Background: an optimization exercise with open tools, aiming at small area and a short achievable clock period. Do not read the settings as production practice.
The RTL was checked by simulation tests, not by an equivalence proof against the original design.
No activity file was given, so power comes from the tool's default toggle rates.

== red ==
## fp_pipeline
module fp_pipeline (
    input wire clk,
    input wire reset,
    input wire pipe_en,
    input wire [15:0] in_scalar,
    input wire [15:0] in_batch,
    input wire [8:0] in_waddr,
    input wire in_wen,
    input wire in_valid,
    output wire out_we,
    output wire [8:0] out_waddr,
    output wire [15:0] out_data
);
export LEC_CHECK = 0
export CAP_MARGIN = 20
export CORE_MARGIN = 2
export CORE_UTILIZATION = 60
export CTS_BUF_LIST = sky130_fd_sc_hd__clkbuf_8
export PLACE_DENSITY = 0.8
export SETUP_SLACK_MARGIN = 3.1
export SLEW_MARGIN = 20
create_clock -name core_clock -period 7.0 [get_ports {clk}]
standard.sh (not shown) runs the stock make flow with config.mk's settings and CLKGATE_MAP_FILE= SYNTH_SCRIPT=/design/flow/synth_recipe.tcl, a recipe that flattens the netlist after the stock synthesis.
==> flow/flow/run.sh <==
#!/bin/bash
# The standard layout (the standard.sh, unchanged synthesis and steps),
# except that the buffers it puts on every input and output port are
# sky130_fd_sc_hd__buf_1 cells instead of the flow's default choice.
set -e
cd "$(dirname "$0")/.."
export BUFFER_PORTS_ARGS="-buffer_cell sky130_fd_sc_hd__buf_1"
bash standard.sh > standard.log 2>&1
## Diff of input files: blue against red
Settings: changing CORE_UTILIZATION from 60 to 65; removing CTS_BUF_LIST (formerly sky130_fd_sc_hd__clkbuf_8); changing PLACE_DENSITY from 0.8 to 0.85; setting TNS_END_PERCENT to 10 for the first time; changing SETUP_SLACK_MARGIN from 3.1 to 3.2.
Results
Going from red to blue, post-route core utilization now larger, critical path buffer and inverter count now larger. Total power of blue is higher than that of red. blue against red; maximum number of pins on one net before global-route repair is up by a few percent. Final period utilization was higher in the run labelled blue. Summary — starting utilization of the core area, blue relative to red: higher, by 5.1 points. In blue, the clock network fraction of design power came out 5.6 points above the value in red. Max sequential portion of the cell area across blue and red: blue. blue vs. red: routed wire length moved up, final standard cell count with taps included and fillers excluded moved down.
--- input diff blue..green ---
Settings: SETUP_SLACK_MARGIN now 3.0, was 3.2; PLACE_DENSITY no longer set, was 0.85; CORE_UTILIZATION now 40, was 65; TNS_END_PERCENT no longer set, was 10.
==> flow/run.sh (new file) <==
#!/bin/bash
# synth_recipe.tcl (not shown) runs the flow's synth.tcl, then flattens the netlist and writes it again
# the make line also repeats each setting of config.mk as NAME=value (left out here)
make -C /OpenROAD-flow-scripts/flow DESIGN_CONFIG=/design/flow/config.mk WORK_HOME=/design/flow/orfs CLKGATE_MAP_FILE= SYNTH_SCRIPT=/design/flow/synth_recipe.tcl finish
removed: flow/flow/run.sh
removed: flow/standard.sh
Notes after the runs:
- Looking at green and blue, the wire length reported by the detailed router is a wash.
- Compared with blue, green shows a utilization that is 27 points lower.
- green against blue: final clock period utilization by the worst path -0.93 points; placed wire-length estimate shows an increase of 5.1%; post-route total power +0.63%.
The inputs of orange differ from those of green as listed below.
Settings: changing CORE_UTILIZATION from 40 to 60; setting TNS_END_PERCENT to 10 for the first time; changing SETUP_SLACK_MARGIN from 3.0 to 3.2; setting PLACE_DENSITY to 0.8 for the first time.
- No run among green and orange stopped early or left any final violation; all are clean.
- Fraction of power consumed by sequential logic in orange is 1.0 points lower than in green
- Data arrival time at the worst-slack endpoint, green and orange: lower on orange
- STATUS first-pass GRT wire length: orange wins against green
The inputs of purple differ from those of orange as listed below.
Settings: an added CTS_BUF_LIST of sky130_fd_sc_hd__clkbuf_8; a deleted PLACE_DENSITY that had been 0.8; a change of SETUP_SLACK_MARGIN from 3.2 to 3.0; a change of CORE_UTILIZATION from 60 to 40; a deleted TNS_END_PERCENT that had been 10.
==> flow/flow/run.sh (new file) <==
#!/bin/bash
# The standard layout (the standard.sh, unchanged synthesis and steps),
# except that the buffers it puts on every input and output port are
# sky130_fd_sc_hd__buf_1 cells instead of the flow's default choice.
set -e
cd "$(dirname "$0")/.."
export BUFFER_PORTS_ARGS="-buffer_cell sky130_fd_sc_hd__buf_1"
bash standard.sh > standard.log 2>&1
==> flow/standard.sh (new file) <==
#!/bin/bash
# synth_recipe.tcl (not shown) runs the flow's synth.tcl, then flattens the netlist and writes it again
# the make line also repeats each setting of config.mk as NAME=value (left out here)
make -C /OpenROAD-flow-scripts/flow DESIGN_CONFIG=/design/flow/config.mk WORK_HOME=/design/flow/orfs CLKGATE_MAP_FILE= SYNTH_SCRIPT=/design/flow/synth_recipe.tcl "${@:-finish}"
removed: flow/run.sh
==> comparison <==
Setup WNS orange -> purple: worse. Comparing total vias in the final route for orange and purple, the smaller number came from purple. purple: area fraction of clock buffers and clock inverters is 1.4 points lower than what orange reported. For hold slack, orange and purple come out practically identical. When purple is set beside orange, its proportion of power drawn by the clock network turns out to be 5.3 points smaller. Delta (purple minus orange): post-route standard cell area excluding fillers decreased by 650 um2 relative to the old numbers; routed wire length has remained practically unchanged.

Setup of build 48:
fp_pipeline again, from the RTL that the note above started with.
==> flow/config.mk <==
export PLATFORM = sky130hd
export DESIGN_NAME = fp_pipeline
export DESIGN_NICKNAME = fp_pipeline
export VERILOG_FILES = /design/flow/design.v
export SDC_FILE = /design/flow/constraint.sdc
export NUM_CORES = 4
export LEC_CHECK = 0
export CAP_MARGIN = 20
export CORE_MARGIN = 2
export CORE_UTILIZATION = 60
export PLACE_DENSITY = 0.8
export SETUP_SLACK_MARGIN = 3.2
export SLEW_MARGIN = 20
export TNS_END_PERCENT = 10
==> flow/constraint.sdc <==
create_clock -name core_clock -period 7.0 [get_ports {clk}]
set_input_delay 1.4000 -clock core_clock [delete_from_list [all_inputs] [get_ports {clk}]]
set_output_delay 1.4000 -clock core_clock [all_outputs]
set_load 0.01 [all_outputs]
==> flow/flow/run.sh <==
#!/bin/bash
# The standard layout (the standard.sh, unchanged synthesis and steps),
# except that the buffers it puts on every input and output port are
# sky130_fd_sc_hd__buf_1 cells instead of the flow's default choice.
set -e
cd "$(dirname "$0")/.."
export BUFFER_PORTS_ARGS="-buffer_cell sky130_fd_sc_hd__buf_1"
bash standard.sh > standard.log 2>&1
The following lists how build 89 was set up differently from build 48:
# build 48
export LEC_CHECK = 0
export CAP_MARGIN = 20
export CORE_MARGIN = 2
export CORE_UTILIZATION = 60
export PLACE_DENSITY = 0.8
export SETUP_SLACK_MARGIN = 3.2
export SLEW_MARGIN = 20
export TNS_END_PERCENT = 10
create_clock -name core_clock -period 7.0 [get_ports {clk}]
# build 89
export LEC_CHECK = 0
export CAP_MARGIN = 20
export CORE_MARGIN = 2
export CORE_UTILIZATION = 60
export CTS_BUF_LIST = sky130_fd_sc_hd__clkbuf_8
export PLACE_DENSITY = 0.8
export SETUP_SLACK_MARGIN = 3.2
export SLEW_MARGIN = 20
export TNS_END_PERCENT = 10
create_clock -name core_clock -period 7.0 [get_ports {clk}]
Notes after the runs:
- On combinational group power, build 48 tracks build 89 almost exactly.
- Build 89: count of buffering cells on the critical path with inverters included 1 above build 48
- On final cell count without fillers, build 48 and build 89 are basically level.
- There was hardly any difference in fraction of layout instances using a drive strength above 1 between build 48 and build 89.
- Total global routing track utilization: higher on build 48
- On sequential portion of the cell area, the higher figure sits with build 89, not build 48.
- The count of nets after finishing of build 89 and that of build 48 are within noise of each other.
- | clock power | lower: build 89 |
Input-level comparison between build 39 and build 89:
# build 89
export LEC_CHECK = 0
export CAP_MARGIN = 20
export CORE_MARGIN = 2
export CORE_UTILIZATION = 60
export CTS_BUF_LIST = sky130_fd_sc_hd__clkbuf_8
export PLACE_DENSITY = 0.8
export SETUP_SLACK_MARGIN = 3.2
export SLEW_MARGIN = 20
export TNS_END_PERCENT = 10
create_clock -name core_clock -period 7.0 [get_ports {clk}]
# build 39
export LEC_CHECK = 0
export CAP_MARGIN = 20
export CORE_MARGIN = 2
export CORE_UTILIZATION = 60
export PLACE_DENSITY = 0.8
export SETUP_SLACK_MARGIN = 3.0
export SLEW_MARGIN = 20
export TNS_END_PERCENT = 10
create_clock -name core_clock -period 7.0 [get_ports {clk}]
--- outcome ---
Build 39: all stages complete, timing, DRC and antenna checks passed. Build 89 and build 39 ended up with roughly the same count of vias placed by the detailed router. On time the worst path needs with I/O delays and setup: build 39 sits above build 89. Global-route usage was lower in build 39 than in build 89. Status: data arrival time of the critical path parity (build 89, build 39). Sort build 39 and build 89 by combinational share of power, ascending, and build 39 comes first. Side by side, global-route wire length before repair turned out lower in build 39 than in build 89. The lower met1 layer usage reported by global route of build 39 and build 89 is in build 89. The power dissipated by switching net loads number comes out higher for build 39 vs build 89. Build 39 leaves less setup margin than build 89.
Input-level comparison between build 98 and build 39:
# build 39
export LEC_CHECK = 0
export CAP_MARGIN = 20
export CORE_MARGIN = 2
export CORE_UTILIZATION = 60
export PLACE_DENSITY = 0.8
export SETUP_SLACK_MARGIN = 3.0
export SLEW_MARGIN = 20
export TNS_END_PERCENT = 10
create_clock -name core_clock -period 7.0 [get_ports {clk}]
# build 98
export LEC_CHECK = 0
export CAP_MARGIN = 20
export CORE_MARGIN = 2
export CORE_UTILIZATION = 40
export SETUP_SLACK_MARGIN = 3.0
export SLEW_MARGIN = 20
create_clock -name core_clock -period 7.0 [get_ports {clk}]
## What came out
The proportion of power drawn by combinational gates of build 98 exceeds that of build 39 by 0.2 points. Design area in build 98 is 360 sq um above build 39. Compared with build 39, build 98 shows a placed cell area that is about 1.3% higher. Build 98 gives less depth of the worst register-to-register path than build 39 did. [build 98] final worst-path cycle share fell 0.50 points relative to build 39.
diff inputs: build 98 => build 12
# build 98
export LEC_CHECK = 0
export CAP_MARGIN = 20
export CORE_MARGIN = 2
export CORE_UTILIZATION = 40
export SETUP_SLACK_MARGIN = 3.0
export SLEW_MARGIN = 20
create_clock -name core_clock -period 7.0 [get_ports {clk}]
# build 12
export LEC_CHECK = 0
export CAP_MARGIN = 20
export CORE_MARGIN = 2
export CORE_UTILIZATION = 60
export PLACE_DENSITY = 0.8
export SETUP_SLACK_MARGIN = 3.1
export SLEW_MARGIN = 20
export TNS_END_PERCENT = 10
create_clock -name core_clock -period 7.0 [get_ports {clk}]
==> comparison <==
The die of build 12 is smaller than the one used in build 98. Number of non-clock buffers in the layout shrinks by more than 10% when moving from build 98 to build 12. Build 12 does better than build 98 on worst setup slack. Number of non-filler instances in the completed layout, build 12 and build 98: higher on build 98.
Input changes introduced in build 84 (baseline for comparison: build 12):
# build 12
export LEC_CHECK = 0
export CAP_MARGIN = 20
export CORE_MARGIN = 2
export CORE_UTILIZATION = 60
export PLACE_DENSITY = 0.8
export SETUP_SLACK_MARGIN = 3.1
export SLEW_MARGIN = 20
export TNS_END_PERCENT = 10
create_clock -name core_clock -period 7.0 [get_ports {clk}]
# build 84
export LEC_CHECK = 0
export CAP_MARGIN = 20
export CORE_MARGIN = 2
export CORE_UTILIZATION = 60
export PLACE_DENSITY = 0.8
export SETUP_SLACK_MARGIN = 3.1
export SLEW_MARGIN = 20
create_clock -name core_clock -period 7.0 [get_ports {clk}]
==> run summary <==
Looking at the reports, build 84 completed the entire flow and the layout it produced met the timing, DRC and antenna checks. Sum of routed wire segments on met1, build 84 vs build 12: up slightly. Cell-internal power in build 84 vs build 12: up 0.76%. Taking build 12 as the reference, in build 84 global-route usage now sits at about the same level; final critical-path required period dropped 0.011 ns; area of the core saw little to no change; non-clock buffer instance count of the final layout went up 19; ratio of final minimum period to clock period shows a reduction of 0.16 points. Diff build 12..build 84 | count of distinct cell types in the synthesized netlist | unchanged. Re sum of overflow across all layers after global routing: no difference whatsoever between build 12 and build 84. The detailed-routed wire length on met3 in build 84 sits 19% above the value recorded for build 12.

## static timing again, ports no longer ideal
No port has a modelled driver above. Below, the same layouts with a new extraction and two added sets of constraints. Step 1 sets driving cells, clkbuf_16 on the clock port and buf_2 on the other inputs (assumed; they add their load-dependent delay and slew). Step 2 adds t to the input delays and takes it off the output delays; t is the mean of the earliest and latest rising clock arrival at the registers after step 1. Input paths then give back, and output paths get back, about the clock's delay inside the block. a / b / c = no drivers / after step 1 / after step 2; a / b = the first two.
run | t, ns | setup WS [ns] | worst hold slack (ns) | worst setup path at the end | cell pins on the clock port's net
red | 0.499 | 3.037 / 3.037 / 3.037 | 0.416 / 0.416 / 0.416 | register to register | 1
blue | 0.477 | 2.947 / 2.947 / 2.947 | 0.417 / 0.417 / 0.417 | register to register | 1
green | 0.468 | 3.012 / 3.012 / 3.012 | 0.419 / 0.419 / 0.419 | register to register | 1
orange | 0.471 | 3.089 / 3.089 / 3.089 | 0.420 / 0.420 / 0.420 | register to register | 1
purple | 0.496 | 2.952 / 2.952 / 2.952 | 0.419 / 0.419 / 0.419 | register to register | 1
build 48 | 0.475 | 3.086 / 3.086 / 3.086 | 0.416 / 0.416 / 0.416 | register to register | 1
build 89 | 0.495 | 3.037 / 3.037 / 3.037 | 0.419 / 0.419 / 0.419 | register to register | 1
build 39 | 0.475 | 2.992 / 2.992 / 2.992 | 0.416 / 0.416 / 0.416 | register to register | 1
build 98 | 0.465 | 3.027 / 3.027 / 3.027 | 0.418 / 0.418 / 0.418 | register to register | 1
build 12 | 0.475 | 3.069 / 3.069 / 3.069 | 0.417 / 0.417 / 0.417 | register to register | 1
build 84 | 0.474 | 3.080 / 3.080 / 3.080 | 0.416 / 0.416 / 0.416 | register to register | 1
After both steps setup and hold are still met in every run listed.
